What follows belongs to an exercise in optimizing a design on an open flow for small area, a short achievable clock period and few clock cycles per item; a production flow would make more cautious choices. In this exercise RTL edits were held to simulation tests only and were not proved equivalent to the original.

==> inputs of tundra <==
## qoi_decompressor
module qoi_decompressor (
    input  wire        rstn,
    input  wire        clk,
    output wire        i_tready,
    input  wire        i_tvalid,
    input  wire        i_tlast,
    input  wire [31:0] i_tdata,      
    input  wire        o_tready,
    output reg         o_tvalid,
    output reg         o_tlast,
    output reg  [ 7:0] o_R, o_G, o_B,
    output wire [31:0] o_width, o_height
);
localparam [2:0] H_MAGIC = 3'd0,
                 H_WIDTH = 3'd1,
                 H_HEIGHT= 3'd2,
                 H_2BYTE = 3'd3,
                 S_DATA  = 3'd4,
                 S_FLUSH = 3'd5;
reg  [ 2:0] state;
reg         finished;       
reg  [15:0] width, height;
assign o_width  = {16'd0, width};
assign o_height = {16'd0, height};
reg  [23:0] prev;           
reg  [ 5:0] hp;             
reg  [15:0] xr, yr;         
reg         done;           
reg         skid_v, skid_last;
reg         c1v;
reg  [31:0] c1;             
reg         c2v;
reg         c2_add;         
reg         c2_idx;         
reg         c2_rec;         
reg  [23:0] c2_opnd;
reg  [ 5:0] c2_hv;          
reg  [ 5:0] c2_hv2, c2_hv3;
reg  [ 5:0] c2_run;         
reg         c3v;
  ...
export LEC_CHECK = 0
export CAP_MARGIN = 20
export CORE_MARGIN = 2
export CORE_UTILIZATION = 65
export PLACE_DENSITY = 0.72
export SLEW_MARGIN = 20
create_clock -name core_clock -period 10.0 [get_ports {clk}]
standard.sh (not shown) runs the stock make flow with config.mk's settings and CLKGATE_MAP_FILE= SYNTH_SCRIPT=/design/flow/synth_recipe.tcl, a recipe that flattens the netlist after the stock synthesis.
==> flow/flow/run.sh <==
#!/bin/bash
set -euo pipefail
bash standard.sh 'BUFFER_PORTS_ARGS=-buffer_cell sky130_fd_sc_hd__buf_4' \
    'CTS_ARGS=-sink_clustering_enable -repair_clock_nets -sink_clustering_size 24 -sink_clustering_max_diameter 100 -sink_buffer_max_cap_derate 0.05' \
    SETUP_SLACK_MARGIN=6.7 finish > flow_make.log 2>&1
==> inputs of ember, as changes to tundra <==
--- a/flow/design.v
+++ b/flow/design.v
@@ -48,107 +48,82 @@
 wire c3_free = ~c3v | c3_take;
 wire c2_adv  = c2v & c3_free;
 wire c2_free = ~c2v | c3_free;
 wire s2_adv  = c1v & c2_free;
 wire c1_free = ~c1v | s2_adv;
-wire o_free  = ~o_tvalid | o_tready;
-wire c1v_n      = (state == S_DATA && done) ? 1'b0 : c1_free ? s1_fire : c1v;
-wire c2v_n      = done ? 1'b0 : s2_adv ? 1'b1 : c2_adv ? 1'b0 : c2v;
-wire c3v_n      = done ? 1'b0 : c2_adv ? 1'b1 : c3_take ? 1'b0 : c3v;
-wire c3_run0_n  = c3_free ? (c2_run == 6'd0) : (fire & ~c3_run0) ? (c3_run == 6'd1) : c3_run0;
-wire skid_v_n   = o_free ? 1'b0 : fire ? 1'b1 : skid_v;
-wire o_tvalid_n = o_free ? (skid_v | fire) : o_tvalid;
 reg  [ 1:0] rem_cnt;
 reg  [23:0] rem;
 function [2:0] clen_of(input [7:0] b);
     clen_of = (b[7:6] == 2'b10) ? 3'd2 :
               (b[7:1] == 7'b1111111) ? 3'd4 : 3'd1;
 endfunction
-function enough_of(input [7:0] b, input [1:0] n);    
-    enough_of = (b[7:1] != 7'b1111111) & ((b[7:6] == 2'b10) ? n[1] : (n != 2'd0));
-endfunction
-reg         enough;         
+wire       rem_rgb  = (rem[7:1] == 7'b1111111);
+wire       rem_luma = (rem[7:6] == 2'b10);
+wire       enough   = ~rem_rgb & (rem_luma ? rem_cnt[1] : (rem_cnt != 2'd0));
 wire [55:0] m = (rem_cnt == 2'd0) ? {24'h0, i_tdata                } :
                 (rem_cnt == 2'd1) ? {16'h0, i_tdata, rem[ 7:0]} :
                 (rem_cnt == 2'd2) ? { 8'h0, i_tdata, rem[15:0]} :
                                     {       i_tdata, rem      } ;
 wire [2:0] clen = clen_of(m[7:0]);
-wire [6:0] m_rgb, m_luma;
-genvar gi;
-generate for (gi = 0; gi < 7; gi = gi + 1) begin : g_tag
-    assign m_rgb[gi]  = (m[8*gi+7:8*gi+1] == 7'b1111111);
-    assign m_luma[gi] = (m[8*gi+7:8*gi+6] == 2'b10);
-end endgenerate
-wire [1:0] cnt_1 = rem_cnt - 2'd1;
-wire [1:0] cnt_2 = rem_cnt - 2'd2;
-wire       en_1  = ~m_rgb[1] & (m_luma[1] ? cnt_1[1] : (cnt_1 != 2'd0));
-wire       en_2  = ~m_rgb[2] & (m_luma[2] ? cnt_2[1] : (cnt_2 != 2'd0));
-wire       en_4  = ~m_rgb[4] & (m_luma[4] ? rem_cnt[1] : (rem_cnt != 2'd0));
-wire [1:0] cnt_f    = m_luma[0] ? cnt_2 : m_rgb[0] ? rem_cnt : cnt_1;
-wire       enough_f = m_luma[0] ? en_2  : m_rgb[0] ? en_4    : en_1;
-reg         it_r;            
-assign i_tready = it_r;
+reg         st_any, st_w, st_d;    
+wire c1_free_d = ~c1v | ~c2v | ~c3v | (~skid_v & c3_run0);
+wire data_rdy = st_d & ~enough & c1_free_d;
+assign i_tready = st_any | (st_w & ~o_tvalid) | data_rdy;
+wire in_take = i_tvalid & i_tready;
 wire s1_fire = (state == S_DATA) & ~done & c1_free & (enough | (i_tvalid & ~finished));
 wire [15:0] in_be = {i_tdata[23:16], i_tdata[31:24]};    
-reg  [ 2:0] state_n;
-reg         finished_n;
-reg  [ 1:0] rem_cnt_n;
-reg  [23:0] rem_n;
-reg         enough_n;
-always @(*) begin
-    state_n    = state;
-    finished_n = finished;
-    rem_cnt_n  = rem_cnt;
-    rem_n      = rem;
-    enough_n   = enough;
-    case (state)
-        H_MAGIC : if (i_tvalid) state_n = H_WIDTH;
-        H_WIDTH : if (i_tvalid & ~o_tvalid) state_n = H_HEIGHT;
-        H_HEIGHT: if (i_tvalid) state_n = H_2BYTE;
-        H_2BYTE : if (i_tvalid) begin
-            state_n    = S_DATA;
-            finished_n = 1'b0;
-            rem_cnt_n  = 2'd2;
-            rem_n      = {8'h0, i_tdata[31:16]};
-            enough_n   = enough_of(i_tdata[23:16], 2'd2);
-        end
-        S_DATA  : if (done) begin
-            state_n   = finished ? H_MAGIC : S_FLUSH;
-            rem_cnt_n = 2'd0;
-            enough_n  = 1'b0;
-        end else if (s1_fire) begin
-            if (~enough) finished_n = i_tlast;
-            rem_cnt_n = cnt_f;    
-            rem_n     = m_luma[0] ? m[39:16] : m_rgb[0] ? m[55:32] : m[31:8];
-            enough_n  = enough_f;
-        end
-        default : if (i_tvalid & i_tlast) state_n = H_MAGIC;    
-    endcase
-end
 always @(posedge clk or negedge rstn)
     if (~rstn) begin
         state    <= H_MAGIC;
         finished <= 1'b0;
         rem_cnt  <= 2'd0;
-        enough   <= 1'b0;
         c1v      <= 1'b0;
-        it_r     <= 1'b1;
     end else begin
+        if (c1_free) c1v <= s1_fire;
         state    <= state_n;
         finished <= finished_n;
-        rem_cnt  <= rem_cnt_n;
-        enough   <= enough_n;
-        c1v      <= c1v_n;
-        it_r     <= ((state_n != H_WIDTH) & (state_n != S_DATA)) |
-                    ((state_n == H_WIDTH) & ~o_tvalid_n) |
-                    ((state_n == S_DATA) & ~finished_n & ~(done | (fire & last)) & ~enough_n &
-                     (~c1v_n | ~c2v_n | ~c3v_n | (~skid_v_n & c3_run0_n)));
+        if (state == H_2BYTE) rem_cnt <= 2'd2;
+        else if (state == S_DATA) begin
+            if (done) begin
+                rem_cnt <= 2'd0;
+                c1v     <= 1'b0;
+            end else if (s1_fire)
+                rem_cnt <= rem_cnt - clen[1:0];    
+        end
+    end
+reg  [2:0] state_n;
+reg        finished_n;
+always @(*) begin
+    state_n    = state;
+    finished_n = finished;
+    case (state)
+        H_MAGIC : if (in_take) state_n = H_WIDTH;
+        H_WIDTH : if (in_take) state_n = H_HEIGHT;
+        H_HEIGHT: if (in_take) state_n = H_2BYTE;
+        H_2BYTE : if (in_take) begin state_n = S_DATA; finished_n = 1'b0; end
+        S_DATA  : if (done) state_n = finished ? H_MAGIC : S_FLUSH;
+                  else if (s1_fire & ~enough) finished_n = i_tlast;
+        default : if (in_take & i_tlast) state_n = H_MAGIC;
+    endcase
+end
+always @(posedge clk or negedge rstn)
+    if (~rstn) begin
+        st_any <= 1'b1;
+        st_w   <= 1'b0;
+        st_d   <= 1'b0;
+    end else begin
+        st_any <= (state_n != H_WIDTH) & (state_n != S_DATA);
+        st_w   <= (state_n == H_WIDTH);
+        st_d   <= (state_n == S_DATA) & ~finished_n & ~(done | (fire & last));
     end
 always @(posedge clk) begin
-    if (state == H_WIDTH && ~o_tvalid) width <= in_be;
-    if (state == H_HEIGHT) height <= in_be;
-    rem <= rem_n;
+    if (state == H_WIDTH && in_take) width  <= in_be;
+    if (state == H_HEIGHT && in_take) height <= in_be;
+    if (state == H_2BYTE) rem <= {8'h0, i_tdata[31:16]};
+    else if (s1_fire)
+        rem <= (clen == 3'd1) ? m[31: 8] :
+               (clen == 3'd2) ? m[39:16] : m[55:32];
     if (c1_free) c1 <= m[31:0];
 end
 reg  [17:0] tab [0:63];     
 wire [ 7:0] t0 = c1[7:0];
 wire [ 5:0] ci = t0[5:0];
@@ -174,11 +149,13 @@
 wire [ 5:0] rgb_h1 = {c1[12:8], 1'b0} + c1[13:8];                           
 wire [ 5:0] rgb_h2 = {c1[19:16], 2'b0} + c1[21:16];                         
 wire [ 5:0] rgb_h3 = {c1[26:24] + 3'd6, 3'd5} - c1[29:24];                  
 always @(posedge clk or negedge rstn)
     if (~rstn) c2v <= 1'b0;
-    else c2v <= c2v_n;
+    else if (done) c2v <= 1'b0;
+    else if (s2_adv) c2v <= 1'b1;
+    else if (c2_adv) c2v <= 1'b0;
 always @(posedge clk)
     if (c2_free) begin
         c2_run <= 6'd0;
         c2_rec <= 1'b0;
         c2_hv2 <= 6'd0;
@@ -219,11 +196,13 @@
 wire [ 5:0] e_b  = e_l1 - e_l2;
 wire [23:0] e_v  = {c2_opnd[23:22], e_r, c2_opnd[15:14], e_g, c2_opnd[7:6], e_b};
 wire        f3  = c2_idx & (c2_hv == hp);
 always @(posedge clk or negedge rstn)
     if (~rstn) c3v <= 1'b0;
-    else c3v <= c3v_n;
+    else if (done) c3v <= 1'b0;
+    else if (c2_adv) c3v <= 1'b1;
+    else if (c3_take) c3v <= 1'b0;
 always @(posedge clk)
     if (c3_free) begin
         c3_add  <= c2_add;
         c3_idx  <= c2_idx;
         c3_hv   <= c2_hv + c2_hv2 + c2_hv3;
@@ -241,11 +220,11 @@
 wire [23:0] p   = c3_add ? {a_r, a_g, a_b} : fwd ? prev : c3_opnd;
 wire [ 5:0] hpn = c3_add ? hp + c3_hv : c3_hv;
 wire        x1  = (xr == 16'd1);
 wire        last = x1 & (yr == 16'd1);
 always @(posedge clk)
-    if (state == H_HEIGHT) begin
+    if (state == H_HEIGHT && in_take) begin
         prev <= 24'd0;
         hp   <= 6'd53;
         xr   <= width;
         yr   <= in_be;
     end else if (fire) begin
@@ -257,24 +236,26 @@
         end else
             xr <= xr - 16'd1;
     end
 always @(posedge clk or negedge rstn)
     if (~rstn) done <= 1'b1;
-    else if (state == H_HEIGHT) done <= 1'b0;
+    else if (state == H_HEIGHT && in_take) done <= 1'b0;
     else if (fire & last) done <= 1'b1;
-wire [ 5:0] w_l2 = prev[21:16] + {prev[12:8], 1'b0} + {prev[4:0], 1'b0};
-wire [ 5:0] w_l1 = prev[21:16] + {prev[12:8], 1'b0} + {prev[4:0], 1'b0} + prev[5:0];
+wire [ 5:0] w_l2 = prev[21:16] + {prev[12:8] + prev[4:0], 1'b0};
+wire [ 5:0] w_l1 = w_l2 + prev[5:0];
 always @(posedge clk)
     tab[hp] <= {prev[23:22], w_l1, prev[15:14], w_l2, prev[7:6]};
+wire o_free = ~o_tvalid | o_tready;
 always @(posedge clk or negedge rstn)
     if (~rstn) begin
         o_tvalid <= 1'b0;
         skid_v   <= 1'b0;
-    end else begin
-        o_tvalid <= o_tvalid_n;
-        skid_v   <= skid_v_n;
-    end
+    end else if (o_free) begin
+        o_tvalid <= skid_v | fire;
+        skid_v   <= 1'b0;
+    end else if (fire)
+        skid_v   <= 1'b1;
 always @(posedge clk)
     if (o_free) begin
         {o_R, o_G, o_B} <= skid_v ? prev : p;
         o_tlast         <= skid_v ? skid_last : last;
     end else if (fire)
==> flow/flow/run.sh (replaced) <==
#!/bin/bash
set -euo pipefail
bash standard.sh SETUP_SLACK_MARGIN=6.5 finish > flow_make.log 2>&1
--- a/flow/config.mk
+++ b/flow/config.mk
@@ -5,8 +5,7 @@
 export SDC_FILE = /design/flow/constraint.sdc
 export NUM_CORES = 4
 export LEC_CHECK = 0
 export CAP_MARGIN = 20
 export CORE_MARGIN = 2
-export CORE_UTILIZATION = 65
-export PLACE_DENSITY = 0.72
+export CORE_UTILIZATION = 40
 export SLEW_MARGIN = 20
==> notes <==
Of ember and tundra, tundra has the higher sequential share of layout area (gap 3.3 points). Between tundra and ember, the lower die area is in tundra (gap 38%, measured against ember). In ember the via count is lower than in tundra, by 3.1%. Against tundra, the critical path depth of ember is higher by 5. Of ember and tundra, tundra has the higher register-to-register slack (gap 330 ps). First-iteration DRC count: ember is lower than tundra (21%).
Testbench counts of tundra, summed over its fixed seeds: cycles 49,382, pixels 48,510.
Testbench counts of ember, summed over its fixed seeds: cycles 49,382, pixels 48,510.


==> job 8438: inputs <==
==> flow/design.v <==
module qoi_decompressor (
    input  wire        rstn,
    input  wire        clk,
    output wire        i_tready,
    input  wire        i_tvalid,
    input  wire        i_tlast,
    input  wire [31:0] i_tdata,      
    input  wire        o_tready,
    output reg         o_tvalid,
    output reg         o_tlast,
    output reg  [ 7:0] o_R, o_G, o_B,
    output wire [31:0] o_width, o_height
);
localparam [2:0] H_MAGIC = 3'd0,
                 H_WIDTH = 3'd1,
                 H_HEIGHT= 3'd2,
                 H_2BYTE = 3'd3,
                 S_DATA  = 3'd4,
                 S_FLUSH = 3'd5;
reg  [ 2:0] state;
reg         finished;       
reg  [15:0] width, height;
assign o_width  = {16'd0, width};
assign o_height = {16'd0, height};
reg  [23:0] prev;           
reg  [ 5:0] hp;             
reg  [15:0] xr, yr;         
reg         done;           
reg         skid_v, skid_last;
reg         c1v;
reg  [31:0] c1;             
reg         c2v;
reg         c2_add;         
reg         c2_idx;         
reg         c2_rec;         
reg  [23:0] c2_opnd;
reg  [ 5:0] c2_hv;          
reg  [ 5:0] c2_hv2, c2_hv3;
reg  [ 5:0] c2_run;         
reg         c3v;
reg         c3_add, c3_idx;
reg  [23:0] c3_opnd;
reg  [ 5:0] c3_hv;
reg  [ 5:0] c3_run;         
reg         c3_run0;        
wire fire    = c3v & ~skid_v & ~done;
wire c3_take = fire & c3_run0;
wire c3_free = ~c3v | c3_take;
wire c2_adv  = c2v & c3_free;
wire c2_free = ~c2v | c3_free;
wire s2_adv  = c1v & c2_free;
wire c1_free = ~c1v | s2_adv;
wire o_free  = ~o_tvalid | o_tready;
wire c1v_n      = (state == S_DATA && done) ? 1'b0 : c1_free ? s1_fire : c1v;
wire c2v_n      = done ? 1'b0 : s2_adv ? 1'b1 : c2_adv ? 1'b0 : c2v;
wire c3v_n      = done ? 1'b0 : c2_adv ? 1'b1 : c3_take ? 1'b0 : c3v;
wire c3_run0_n  = c3_free ? (c2_run == 6'd0) : (fire & ~c3_run0) ? (c3_run == 6'd1) : c3_run0;
wire skid_v_n   = o_free ? 1'b0 : fire ? 1'b1 : skid_v;
wire o_tvalid_n = o_free ? (skid_v | fire) : o_tvalid;
reg  [ 1:0] rem_cnt;
reg  [23:0] rem;
function [2:0] clen_of(input [7:0] b);
    clen_of = (b[7:6] == 2'b10) ? 3'd2 :
              (b[7:1] == 7'b1111111) ? 3'd4 : 3'd1;
endfunction
function enough_of(input [7:0] b, input [1:0] n);    
    enough_of = (b[7:1] != 7'b1111111) & ((b[7:6] == 2'b10) ? n[1] : (n != 2'd0));
endfunction
reg         enough;         
wire [55:0] m = (rem_cnt == 2'd0) ? {24'h0, i_tdata                } :
                (rem_cnt == 2'd1) ? {16'h0, i_tdata, rem[ 7:0]} :
                (rem_cnt == 2'd2) ? { 8'h0, i_tdata, rem[15:0]} :
                                    {       i_tdata, rem      } ;
wire [2:0] clen = clen_of(m[7:0]);
wire [6:0] m_rgb, m_luma;
genvar gi;
generate for (gi = 0; gi < 7; gi = gi + 1) begin : g_tag
    assign m_rgb[gi]  = (m[8*gi+7:8*gi+1] == 7'b1111111);
    assign m_luma[gi] = (m[8*gi+7:8*gi+6] == 2'b10);
end endgenerate
wire [1:0] cnt_1 = rem_cnt - 2'd1;
wire [1:0] cnt_2 = rem_cnt - 2'd2;
wire       en_1  = ~m_rgb[1] & (m_luma[1] ? cnt_1[1] : (cnt_1 != 2'd0));
wire       en_2  = ~m_rgb[2] & (m_luma[2] ? cnt_2[1] : (cnt_2 != 2'd0));
wire       en_4  = ~m_rgb[4] & (m_luma[4] ? rem_cnt[1] : (rem_cnt != 2'd0));
wire [1:0] cnt_f    = m_luma[0] ? cnt_2 : m_rgb[0] ? rem_cnt : cnt_1;
wire       enough_f = m_luma[0] ? en_2  : m_rgb[0] ? en_4    : en_1;
reg         it_r;            
assign i_tready = it_r;
wire s1_fire = (state == S_DATA) & ~done & c1_free & (enough | (i_tvalid & ~finished));
wire [15:0] in_be = {i_tdata[23:16], i_tdata[31:24]};    
reg  [ 2:0] state_n;
reg         finished_n;
reg  [ 1:0] rem_cnt_n;
reg  [23:0] rem_n;
reg         enough_n;
always @(*) begin
    state_n    = state;
    finished_n = finished;
    rem_cnt_n  = rem_cnt;
    rem_n      = rem;
    enough_n   = enough;
    case (state)
        H_MAGIC : if (i_tvalid) state_n = H_WIDTH;
        H_WIDTH : if (i_tvalid & ~o_tvalid) state_n = H_HEIGHT;
        H_HEIGHT: if (i_tvalid) state_n = H_2BYTE;
        H_2BYTE : if (i_tvalid) begin
            state_n    = S_DATA;
            finished_n = 1'b0;
            rem_cnt_n  = 2'd2;
            rem_n      = {8'h0, i_tdata[31:16]};
            enough_n   = enough_of(i_tdata[23:16], 2'd2);
        end
        S_DATA  : if (done) begin
            state_n   = finished ? H_MAGIC : S_FLUSH;
            rem_cnt_n = 2'd0;
            enough_n  = 1'b0;
        end else if (s1_fire) begin
            if (~enough) finished_n = i_tlast;
            rem_cnt_n = cnt_f;    
            rem_n     = m_luma[0] ? m[39:16] : m_rgb[0] ? m[55:32] : m[31:8];
            enough_n  = enough_f;
        end
        default : if (i_tvalid & i_tlast) state_n = H_MAGIC;    
    endcase
end
always @(posedge clk or negedge rstn)
    if (~rstn) begin
        state    <= H_MAGIC;
        finished <= 1'b0;
        rem_cnt  <= 2'd0;
        enough   <= 1'b0;
        c1v      <= 1'b0;
        it_r     <= 1'b1;
    end else begin
        state    <= state_n;
        finished <= finished_n;
        rem_cnt  <= rem_cnt_n;
        enough   <= enough_n;
        c1v      <= c1v_n;
        it_r     <= ((state_n != H_WIDTH) & (state_n != S_DATA)) |
                    ((state_n == H_WIDTH) & ~o_tvalid_n) |
                    ((state_n == S_DATA) & ~finished_n & ~(done | (fire & last)) & ~enough_n &
                     (~c1v_n | ~c2v_n | ~c3v_n | (~skid_v_n & c3_run0_n)));
    end
always @(posedge clk) begin
    if (state == H_WIDTH && ~o_tvalid) width <= in_be;
    if (state == H_HEIGHT) height <= in_be;
    rem <= rem_n;
    if (c1_free) c1 <= m[31:0];
end
reg  [17:0] tab [0:63];     
wire [ 7:0] t0 = c1[7:0];
wire [ 5:0] ci = t0[5:0];
wire [17:0] te = tab[ci];
wire        f2 = (ci == hp);
wire [23:0] tv = f2 ? prev : {te, ci - 6'd53};
wire [ 7:0] df_r = {6'd0, t0[5:4]} - 8'd2;
wire [ 7:0] df_g = {6'd0, t0[3:2]} - 8'd2;
wire [ 7:0] df_b = {6'd0, t0[1:0]} - 8'd2;
wire [ 5:0] df_h1 = {3'd0, t0[5:4], 1'b0} + {4'd0, t0[5:4]};                 
wire [ 5:0] df_h2 = {2'd0, t0[3:2], 2'b0} + {4'd0, t0[3:2]};                 
wire [ 5:0] df_h3 = {1'b0, t0[1:0], 3'b0} + 6'd34 - {4'd0, t0[1:0]};         
wire [ 5:0] lu_u = t0[5:0];
wire [ 3:0] lu_1 = c1[15:12];
wire [ 3:0] lu_2 = c1[11: 8];
wire [ 7:0] lu_g = {2'd0, lu_u} - 8'd32;
wire [ 7:0] lu_r = {2'd0, lu_u} + {4'd0, lu_1} - 8'd40;
wire [ 7:0] lu_b = {2'd0, lu_u} + {4'd0, lu_2} - 8'd40;
wire [ 5:0] lu_h1 = {lu_u[1:0] + 2'd1, 4'd0} - lu_u;                        
wire [ 5:0] lu_h2 = {1'b0, lu_1, 1'b0} + {2'd0, lu_1};                       
wire [ 5:0] lu_h3 = {lu_2[2:0], 3'd0} - {2'd0, lu_2};                        
wire [23:0] rgb_lit = {c1[15:8], c1[23:16], c1[31:24]};
wire [ 5:0] rgb_h1 = {c1[12:8], 1'b0} + c1[13:8];                           
wire [ 5:0] rgb_h2 = {c1[19:16], 2'b0} + c1[21:16];                         
wire [ 5:0] rgb_h3 = {c1[26:24] + 3'd6, 3'd5} - c1[29:24];                  
always @(posedge clk or negedge rstn)
    if (~rstn) c2v <= 1'b0;
    else c2v <= c2v_n;
always @(posedge clk)
    if (c2_free) begin
        c2_run <= 6'd0;
        c2_rec <= 1'b0;
        c2_hv2 <= 6'd0;
        c2_hv3 <= 6'd0;
        case (t0[7:6])
            2'b00: begin
                c2_add <= 1'b0; c2_idx <= 1'b1; c2_rec <= ~f2;
                c2_opnd <= tv;
                c2_hv <= ci;
            end
            2'b01: begin
                c2_add <= 1'b1; c2_idx <= 1'b0;
                c2_opnd <= {df_r, df_g, df_b};
                c2_hv <= df_h1; c2_hv2 <= df_h2; c2_hv3 <= df_h3;
            end
            2'b10: begin
                c2_add <= 1'b1; c2_idx <= 1'b0;
                c2_opnd <= {lu_r, lu_g, lu_b};
                c2_hv <= lu_h1; c2_hv2 <= lu_h2; c2_hv3 <= lu_h3;
            end
            default: if (t0[5:1] != 5'b11111) begin
                c2_add <= 1'b1; c2_idx <= 1'b0;
                c2_opnd <= 24'd0;
                c2_hv <= 6'd0;
                c2_run <= ci;
            end else begin
                c2_add <= 1'b0; c2_idx <= 1'b0;
                c2_opnd <= rgb_lit;
                c2_hv <= rgb_h1; c2_hv2 <= rgb_h2; c2_hv3 <= rgb_h3;
            end
        endcase
    end
wire [ 5:0] e_l1 = c2_opnd[21:16];
wire [ 5:0] e_l2 = c2_opnd[13: 8];
wire [ 5:0] e_h  = c2_opnd[ 5: 0];
wire [ 5:0] e_r  = {e_h[4:0], 1'b0} - {e_l1[3:0], 2'b0} - e_l2;
wire [ 5:0] e_g  = e_l1 + {e_l2[4:0], 1'b0} - e_h;
wire [ 5:0] e_b  = e_l1 - e_l2;
wire [23:0] e_v  = {c2_opnd[23:22], e_r, c2_opnd[15:14], e_g, c2_opnd[7:6], e_b};
wire        f3  = c2_idx & (c2_hv == hp);
always @(posedge clk or negedge rstn)
    if (~rstn) c3v <= 1'b0;
    else c3v <= c3v_n;
always @(posedge clk)
    if (c3_free) begin
        c3_add  <= c2_add;
        c3_idx  <= c2_idx;
        c3_hv   <= c2_hv + c2_hv2 + c2_hv3;
        c3_run  <= c2_run;
        c3_run0 <= (c2_run == 6'd0);
        c3_opnd <= f3 ? prev : c2_rec ? e_v : c2_opnd;
    end else if (fire & ~c3_run0) begin
        c3_run  <= c3_run - 6'd1;
        c3_run0 <= (c3_run == 6'd1);
    end
wire [ 7:0] a_r = prev[23:16] + c3_opnd[23:16];
wire [ 7:0] a_g = prev[15: 8] + c3_opnd[15: 8];
wire [ 7:0] a_b = prev[ 7: 0] + c3_opnd[ 7: 0];
wire        fwd = c3_idx & (c3_hv == hp);
wire [23:0] p   = c3_add ? {a_r, a_g, a_b} : fwd ? prev : c3_opnd;
wire [ 5:0] hpn = c3_add ? hp + c3_hv : c3_hv;
wire        x1  = (xr == 16'd1);
wire        last = x1 & (yr == 16'd1);
always @(posedge clk)
    if (state == H_HEIGHT) begin
        prev <= 24'd0;
        hp   <= 6'd53;
        xr   <= width;
        yr   <= in_be;
    end else if (fire) begin
        prev <= p;
        hp   <= hpn;
        if (x1) begin
            xr <= width;
            yr <= yr - 16'd1;
        end else
            xr <= xr - 16'd1;
    end
always @(posedge clk or negedge rstn)
    if (~rstn) done <= 1'b1;
    else if (state == H_HEIGHT) done <= 1'b0;
    else if (fire & last) done <= 1'b1;
wire [ 5:0] w_l2 = prev[21:16] + {prev[12:8], 1'b0} + {prev[4:0], 1'b0};
wire [ 5:0] w_l1 = prev[21:16] + {prev[12:8], 1'b0} + {prev[4:0], 1'b0} + prev[5:0];
always @(posedge clk)
    tab[hp] <= {prev[23:22], w_l1, prev[15:14], w_l2, prev[7:6]};
always @(posedge clk or negedge rstn)
    if (~rstn) begin
        o_tvalid <= 1'b0;
        skid_v   <= 1'b0;
    end else begin
        o_tvalid <= o_tvalid_n;
        skid_v   <= skid_v_n;
    end
always @(posedge clk)
    if (o_free) begin
        {o_R, o_G, o_B} <= skid_v ? prev : p;
        o_tlast         <= skid_v ? skid_last : last;
    end else if (fire)
        skid_last <= last;
endmodule
==> flow/flow/run.sh <==
#!/bin/bash
set -euo pipefail
bash standard.sh 'BUFFER_PORTS_ARGS=-buffer_cell sky130_fd_sc_hd__buf_4' SETUP_SLACK_MARGIN=6.5 finish > flow_make.log 2>&1
==> flow/standard.sh <==
#!/bin/bash
# synth_recipe.tcl (not shown) runs the flow's synth.tcl, then flattens the netlist and writes it again
# the make line also repeats each setting of config.mk as NAME=value (left out here)
make -C /OpenROAD-flow-scripts/flow DESIGN_CONFIG=/design/flow/config.mk WORK_HOME=/design/flow/orfs CLKGATE_MAP_FILE= SYNTH_SCRIPT=/design/flow/synth_recipe.tcl "${@:-finish}"
==> flow/config.mk <==
export PLATFORM = sky130hd
export DESIGN_NAME = qoi_decompressor
export DESIGN_NICKNAME = qoi_decompressor
export VERILOG_FILES = /design/flow/design.v
export SDC_FILE = /design/flow/constraint.sdc
export NUM_CORES = 4
export LEC_CHECK = 0
export CAP_MARGIN = 20
export CORE_MARGIN = 2
export CORE_UTILIZATION = 65
export PLACE_DENSITY = 0.72
export SLEW_MARGIN = 20
==> flow/constraint.sdc <==
create_clock -name core_clock -period 10.0 [get_ports {clk}]
set_input_delay 2.0000 -clock core_clock [delete_from_list [all_inputs] [get_ports {clk}]]
set_output_delay 2.0000 -clock core_clock [all_outputs]
set_load 0.01 [all_outputs]
==> job 5170 (differences from job 8438) <==
--- a/flow/design.v
+++ b/flow/design.v
@@ -80,11 +80,11 @@
 end endgenerate
-wire [1:0] cnt_1 = rem_cnt - 2'd1;
-wire [1:0] cnt_2 = rem_cnt - 2'd2;
-wire       en_1  = ~m_rgb[1] & (m_luma[1] ? cnt_1[1] : (cnt_1 != 2'd0));
-wire       en_2  = ~m_rgb[2] & (m_luma[2] ? cnt_2[1] : (cnt_2 != 2'd0));
-wire       en_4  = ~m_rgb[4] & (m_luma[4] ? rem_cnt[1] : (rem_cnt != 2'd0));
-wire [1:0] cnt_f    = m_luma[0] ? cnt_2 : m_rgb[0] ? rem_cnt : cnt_1;
-wire       enough_f = m_luma[0] ? en_2  : m_rgb[0] ? en_4    : en_1;
-reg         it_r;            
-assign i_tready = it_r;
+wire [1:0] cnt_f = rem_cnt - clen[1:0];    
+wire       rgb_f  = (clen == 3'd1) ? m_rgb[1]  : (clen == 3'd2) ? m_rgb[2]  : m_rgb[4];
+wire       luma_f = (clen == 3'd1) ? m_luma[1] : (clen == 3'd2) ? m_luma[2] : m_luma[4];
+wire       enough_f = ~rgb_f & (luma_f ? cnt_f[1] : (cnt_f != 2'd0));
+reg         st_any, st_w;    
+reg         st_dn;           
+reg         stw_r;           
+reg         c1fd_r;          
+assign i_tready = st_any | stw_r | (st_dn & c1fd_r);
 wire s1_fire = (state == S_DATA) & ~done & c1_free & (enough | (i_tvalid & ~finished));
@@ -119,4 +119,5 @@
             if (~enough) finished_n = i_tlast;
-            rem_cnt_n = cnt_f;    
-            rem_n     = m_luma[0] ? m[39:16] : m_rgb[0] ? m[55:32] : m[31:8];
+            rem_cnt_n = rem_cnt - clen[1:0];    
+            rem_n     = (clen == 3'd1) ? m[31: 8] :
+                        (clen == 3'd2) ? m[39:16] : m[55:32];
             enough_n  = enough_f;
@@ -133,3 +134,7 @@
         c1v      <= 1'b0;
-        it_r     <= 1'b1;
+        st_any   <= 1'b1;
+        st_w     <= 1'b0;
+        st_dn    <= 1'b0;
+        stw_r    <= 1'b0;
+        c1fd_r   <= 1'b1;
     end else begin
@@ -140,6 +145,7 @@
         c1v      <= c1v_n;
-        it_r     <= ((state_n != H_WIDTH) & (state_n != S_DATA)) |
-                    ((state_n == H_WIDTH) & ~o_tvalid_n) |
-                    ((state_n == S_DATA) & ~finished_n & ~(done | (fire & last)) & ~enough_n &
-                     (~c1v_n | ~c2v_n | ~c3v_n | (~skid_v_n & c3_run0_n)));
+        st_any   <= (state_n != H_WIDTH) & (state_n != S_DATA);
+        st_w     <= (state_n == H_WIDTH);
+        stw_r    <= (state_n == H_WIDTH) & ~o_tvalid_n;
+        c1fd_r   <= ~c1v_n | ~c2v_n | ~c3v_n | (~skid_v_n & c3_run0_n);
+        st_dn    <= (state_n == S_DATA) & ~finished_n & ~(done | (fire & last)) & ~enough_n;
     end
==> flow/flow/run.sh (replaced) <==
#!/bin/bash
set -euo pipefail
bash standard.sh 'BUFFER_PORTS_ARGS=-buffer_cell sky130_fd_sc_hd__buf_4' \
    'CTS_ARGS=-sink_clustering_enable -repair_clock_nets -dont_use_dummy_load' \
    SETUP_SLACK_MARGIN=6.5 finish > flow_make.log 2>&1
==> job 941 (differences from job 8438) <==
==> flow/design.v, changed modules only <==
module qoi_decompressor (
    input  wire        rstn,
    input  wire        clk,
    output wire        i_tready,
    input  wire        i_tvalid,
    input  wire        i_tlast,
    input  wire [31:0] i_tdata,      
    input  wire        o_tready,
    output reg         o_tvalid,
    output reg         o_tlast,
    output reg  [ 7:0] o_R, o_G, o_B,
    output wire [31:0] o_width, o_height
);
localparam [2:0] H_MAGIC = 3'd0,
                 H_WIDTH = 3'd1,
                 H_HEIGHT= 3'd2,
                 H_2BYTE = 3'd3,
                 S_DATA  = 3'd4,
                 S_FLUSH = 3'd5;
reg  [ 2:0] state;
reg         finished;       
reg  [15:0] width, height;
assign o_width  = {16'd0, width};
assign o_height = {16'd0, height};
reg  [23:0] prev;           
reg  [ 5:0] hp;             
reg  [15:0] xr, yr;         
reg         done;           
reg         skid_v, skid_last;
reg         c1v;
reg  [31:0] c1;             
reg         c2v;
reg         c2_add;         
reg         c2_idx;         
reg         c2_rec;         
reg  [23:0] c2_opnd;
reg  [ 5:0] c2_hv;          
reg  [ 5:0] c2_hv2, c2_hv3;
reg  [ 5:0] c2_run;         
reg         c3v;
reg         c3_add, c3_idx;
reg  [23:0] c3_opnd;
reg  [ 5:0] c3_hv;
reg  [ 5:0] c3_run;         
reg         c3_run0;        
wire fire    = c3v & ~skid_v & ~done;
wire c3_take = fire & c3_run0;
wire c3_free = ~c3v | c3_take;
wire c2_adv  = c2v & c3_free;
wire c2_free = ~c2v | c3_free;
wire s2_adv  = c1v & c2_free;
wire c1_free = ~c1v | s2_adv;
reg  [ 1:0] rem_cnt;
reg  [23:0] rem;
function [2:0] clen_of(input [7:0] b);
    clen_of = (b[7:6] == 2'b10) ? 3'd2 :
              (b[7:1] == 7'b1111111) ? 3'd4 : 3'd1;
endfunction
wire       rem_rgb  = (rem[7:1] == 7'b1111111);
wire       rem_luma = (rem[7:6] == 2'b10);
wire       enough   = ~rem_rgb & (rem_luma ? rem_cnt[1] : (rem_cnt != 2'd0));
wire [55:0] m = (rem_cnt == 2'd0) ? {24'h0, i_tdata                } :
                (rem_cnt == 2'd1) ? {16'h0, i_tdata, rem[ 7:0]} :
                (rem_cnt == 2'd2) ? { 8'h0, i_tdata, rem[15:0]} :
                                    {       i_tdata, rem      } ;
wire [2:0] clen = clen_of(m[7:0]);
reg         st_any, st_w, st_d;    
wire c1_free_d = ~c1v | ~c2v | ~c3v | (~skid_v & c3_run0);
wire data_rdy = st_d & ~enough & c1_free_d;
assign i_tready = st_any | (st_w & ~o_tvalid) | data_rdy;
wire in_take = i_tvalid & i_tready;
wire s1_fire = (state == S_DATA) & ~done & c1_free & (enough | (i_tvalid & ~finished));
wire [15:0] in_be = {i_tdata[23:16], i_tdata[31:24]};    
always @(posedge clk or negedge rstn)
    if (~rstn) begin
        state    <= H_MAGIC;
        finished <= 1'b0;
        rem_cnt  <= 2'd0;
        c1v      <= 1'b0;
    end else begin
        if (c1_free) c1v <= s1_fire;
        state    <= state_n;
        finished <= finished_n;
        if (state == H_2BYTE) rem_cnt <= 2'd2;
        else if (state == S_DATA) begin
            if (done) begin
                rem_cnt <= 2'd0;
                c1v     <= 1'b0;
            end else if (s1_fire)
                rem_cnt <= rem_cnt - clen[1:0];    
        end
    end
reg  [2:0] state_n;
reg        finished_n;
always @(*) begin
    state_n    = state;
    finished_n = finished;
    case (state)
        H_MAGIC : if (in_take) state_n = H_WIDTH;
        H_WIDTH : if (in_take) state_n = H_HEIGHT;
        H_HEIGHT: if (in_take) state_n = H_2BYTE;
        H_2BYTE : if (in_take) begin state_n = S_DATA; finished_n = 1'b0; end
        S_DATA  : if (done) state_n = finished ? H_MAGIC : S_FLUSH;
                  else if (s1_fire & ~enough) finished_n = i_tlast;
        default : if (in_take & i_tlast) state_n = H_MAGIC;
    endcase
end
always @(posedge clk or negedge rstn)
    if (~rstn) begin
        st_any <= 1'b1;
        st_w   <= 1'b0;
        st_d   <= 1'b0;
    end else begin
        st_any <= (state_n != H_WIDTH) & (state_n != S_DATA);
        st_w   <= (state_n == H_WIDTH);
        st_d   <= (state_n == S_DATA) & ~finished_n & ~(done | (fire & last));
    end
always @(posedge clk) begin
    if (state == H_WIDTH && in_take) width  <= in_be;
    if (state == H_HEIGHT && in_take) height <= in_be;
    if (state == H_2BYTE) rem <= {8'h0, i_tdata[31:16]};
    else if (s1_fire)
        rem <= (clen == 3'd1) ? m[31: 8] :
               (clen == 3'd2) ? m[39:16] : m[55:32];
    if (c1_free) c1 <= m[31:0];
end
reg  [17:0] tab [0:63];     
wire [ 7:0] t0 = c1[7:0];
wire [ 5:0] ci = t0[5:0];
wire [17:0] te = tab[ci];
wire        f2 = (ci == hp);
wire [23:0] tv = f2 ? prev : {te, ci - 6'd53};
wire [ 7:0] df_r = {6'd0, t0[5:4]} - 8'd2;
wire [ 7:0] df_g = {6'd0, t0[3:2]} - 8'd2;
wire [ 7:0] df_b = {6'd0, t0[1:0]} - 8'd2;
wire [ 5:0] df_h1 = {3'd0, t0[5:4], 1'b0} + {4'd0, t0[5:4]};                 
wire [ 5:0] df_h2 = {2'd0, t0[3:2], 2'b0} + {4'd0, t0[3:2]};                 
wire [ 5:0] df_h3 = {1'b0, t0[1:0], 3'b0} + 6'd34 - {4'd0, t0[1:0]};         
wire [ 5:0] lu_u = t0[5:0];
wire [ 3:0] lu_1 = c1[15:12];
wire [ 3:0] lu_2 = c1[11: 8];
wire [ 7:0] lu_g = {2'd0, lu_u} - 8'd32;
wire [ 7:0] lu_r = {2'd0, lu_u} + {4'd0, lu_1} - 8'd40;
wire [ 7:0] lu_b = {2'd0, lu_u} + {4'd0, lu_2} - 8'd40;
wire [ 5:0] lu_h1 = {lu_u[1:0] + 2'd1, 4'd0} - lu_u;                        
wire [ 5:0] lu_h2 = {1'b0, lu_1, 1'b0} + {2'd0, lu_1};                       
wire [ 5:0] lu_h3 = {lu_2[2:0], 3'd0} - {2'd0, lu_2};                        
wire [23:0] rgb_lit = {c1[15:8], c1[23:16], c1[31:24]};
wire [ 5:0] rgb_h1 = {c1[12:8], 1'b0} + c1[13:8];                           
wire [ 5:0] rgb_h2 = {c1[19:16], 2'b0} + c1[21:16];                         
wire [ 5:0] rgb_h3 = {c1[26:24] + 3'd6, 3'd5} - c1[29:24];                  
always @(posedge clk or negedge rstn)
    if (~rstn) c2v <= 1'b0;
    else if (done) c2v <= 1'b0;
    else if (s2_adv) c2v <= 1'b1;
    else if (c2_adv) c2v <= 1'b0;
always @(posedge clk)
    if (c2_free) begin
        c2_run <= 6'd0;
        c2_rec <= 1'b0;
        c2_hv2 <= 6'd0;
        c2_hv3 <= 6'd0;
        case (t0[7:6])
            2'b00: begin
                c2_add <= 1'b0; c2_idx <= 1'b1; c2_rec <= ~f2;
                c2_opnd <= tv;
                c2_hv <= ci;
            end
            2'b01: begin
                c2_add <= 1'b1; c2_idx <= 1'b0;
                c2_opnd <= {df_r, df_g, df_b};
                c2_hv <= df_h1; c2_hv2 <= df_h2; c2_hv3 <= df_h3;
            end
            2'b10: begin
                c2_add <= 1'b1; c2_idx <= 1'b0;
                c2_opnd <= {lu_r, lu_g, lu_b};
                c2_hv <= lu_h1; c2_hv2 <= lu_h2; c2_hv3 <= lu_h3;
            end
            default: if (t0[5:1] != 5'b11111) begin
                c2_add <= 1'b1; c2_idx <= 1'b0;
                c2_opnd <= 24'd0;
                c2_hv <= 6'd0;
                c2_run <= ci;
            end else begin
                c2_add <= 1'b0; c2_idx <= 1'b0;
                c2_opnd <= rgb_lit;
                c2_hv <= rgb_h1; c2_hv2 <= rgb_h2; c2_hv3 <= rgb_h3;
            end
        endcase
    end
wire [ 5:0] e_l1 = c2_opnd[21:16];
wire [ 5:0] e_l2 = c2_opnd[13: 8];
wire [ 5:0] e_h  = c2_opnd[ 5: 0];
wire [ 5:0] e_r  = {e_h[4:0], 1'b0} - {e_l1[3:0], 2'b0} - e_l2;
wire [ 5:0] e_g  = e_l1 + {e_l2[4:0], 1'b0} - e_h;
wire [ 5:0] e_b  = e_l1 - e_l2;
wire [23:0] e_v  = {c2_opnd[23:22], e_r, c2_opnd[15:14], e_g, c2_opnd[7:6], e_b};
wire        f3  = c2_idx & (c2_hv == hp);
always @(posedge clk or negedge rstn)
    if (~rstn) c3v <= 1'b0;
    else if (done) c3v <= 1'b0;
    else if (c2_adv) c3v <= 1'b1;
    else if (c3_take) c3v <= 1'b0;
always @(posedge clk)
    if (c3_free) begin
        c3_add  <= c2_add;
        c3_idx  <= c2_idx;
        c3_hv   <= c2_hv + c2_hv2 + c2_hv3;
        c3_run  <= c2_run;
        c3_run0 <= (c2_run == 6'd0);
        c3_opnd <= f3 ? prev : c2_rec ? e_v : c2_opnd;
    end else if (fire & ~c3_run0) begin
        c3_run  <= c3_run - 6'd1;
        c3_run0 <= (c3_run == 6'd1);
    end
wire [ 7:0] a_r = prev[23:16] + c3_opnd[23:16];
wire [ 7:0] a_g = prev[15: 8] + c3_opnd[15: 8];
wire [ 7:0] a_b = prev[ 7: 0] + c3_opnd[ 7: 0];
wire        fwd = c3_idx & (c3_hv == hp);
wire [23:0] p   = c3_add ? {a_r, a_g, a_b} : fwd ? prev : c3_opnd;
wire [ 5:0] hpn = c3_add ? hp + c3_hv : c3_hv;
wire        x1  = (xr == 16'd1);
wire        last = x1 & (yr == 16'd1);
always @(posedge clk)
    if (state == H_HEIGHT && in_take) begin
        prev <= 24'd0;
        hp   <= 6'd53;
        xr   <= width;
        yr   <= in_be;
    end else if (fire) begin
        prev <= p;
        hp   <= hpn;
        if (x1) begin
            xr <= width;
            yr <= yr - 16'd1;
        end else
            xr <= xr - 16'd1;
    end
always @(posedge clk or negedge rstn)
    if (~rstn) done <= 1'b1;
    else if (state == H_HEIGHT && in_take) done <= 1'b0;
    else if (fire & last) done <= 1'b1;
wire [ 5:0] w_l2 = prev[21:16] + {prev[12:8] + prev[4:0], 1'b0};
wire [ 5:0] w_l1 = w_l2 + prev[5:0];
always @(posedge clk)
    tab[hp] <= {prev[23:22], w_l1, prev[15:14], w_l2, prev[7:6]};
wire o_free = ~o_tvalid | o_tready;
always @(posedge clk or negedge rstn)
    if (~rstn) begin
        o_tvalid <= 1'b0;
        skid_v   <= 1'b0;
    end else if (o_free) begin
        o_tvalid <= skid_v | fire;
        skid_v   <= 1'b0;
    end else if (fire)
        skid_v   <= 1'b1;
always @(posedge clk)
    if (o_free) begin
        {o_R, o_G, o_B} <= skid_v ? prev : p;
        o_tlast         <= skid_v ? skid_last : last;
    end else if (fire)
        skid_last <= last;
endmodule
==> flow/flow/run.sh (replaced) <==
#!/bin/bash
set -euo pipefail
bash standard.sh SETUP_SLACK_MARGIN=7 finish > flow_make.log 2>&1
--- a/flow/config.mk
+++ b/flow/config.mk
@@ -9,4 +9,4 @@
 export CORE_MARGIN = 2
-export CORE_UTILIZATION = 65
-export PLACE_DENSITY = 0.72
+export CORE_UTILIZATION = 40
+export CTS_CLUSTER_SIZE = 24
 export SLEW_MARGIN = 20
==> summary of the runs <==
Against job 941, the first-iteration DRC count of job 5170 is larger by 1.8%. Non-clock buffer count: job 941 > job 8438 > job 5170. The lowest clock-buffer cell count belongs to job 5170, the highest to job 8438. Die area: job 941 > job 8438 > job 5170.
==> figures <==
Outcome: job 941 finished clean; job 8438 finished clean; job 5170 finished clean
Clock-cell share: job 941 6.75%; job 8438 6.41%; job 5170 5.20%
Hold WS: job 941 0.444 ns; job 8438 0.438 ns; job 5170 0.423 ns
Clock buffer count: job 941 180; job 8438 188; job 5170 144
Maximum number of pins on one net before global-route repair: job 941 107; job 8438 127; job 5170 113
Buffering stage count on the worst path with inverters included: job 941 2; job 8438 0; job 5170 1
Top fanout value on the critical path: job 941 2; job 8438 16; job 5170 1
Starting Density: job 941 40.2%; job 8438 65.4%; job 5170 65.8%
Testbench counts of job 8438, summed over its fixed seeds: cycles 49,382, pixels 48,510.
Testbench counts of job 5170, summed over its fixed seeds: cycles 49,382, pixels 48,510.
Testbench counts of job 941, summed over its fixed seeds: cycles 49,382, pixels 48,510.

[separate check: timing with driven ports]
No port has a modelled driver above. Below, the same layouts with a new extraction and two added sets of constraints.
Step 1 assumes that a clkbuf_16 drives the clock port and a buf_2 every other input.
Step 2 times the ports against the registers' clock, not the clock port: input delays grow and output delays shrink by t, the midpoint of the rising clock arrivals with the driver on.
Slacks: ideal ports / drivers / drivers and shift; pairs: ideal ports / drivers.
run	t (ns)	setup slack, ns	worst hold slack (ns)	worst setup path at the end	pins driven straight from the clock port
tundra	0.883	6.533 / 6.466 / 6.005	0.429 / 0.429 / 0.429	input to register	1
ember	0.863	5.977 / 5.901 / 5.687	0.462 / 0.462 / 0.462	input to register	1
job 8438	0.823	6.442 / 6.442 / 5.947	0.438 / 0.438 / 0.438	input to register	1
job 5170	0.804	6.438 / 6.363 / 5.786	0.423 / 0.423 / 0.423	input to register	1
job 941	0.857	6.016 / 5.938 / 6.235	0.444 / 0.444 / 0.444	input to register	1
After both steps setup and hold are still met in every run listed. For job 5170, which loses most, drivers alone change the setup slack by -0.075 ns; drivers and shift together by -0.652 ns.
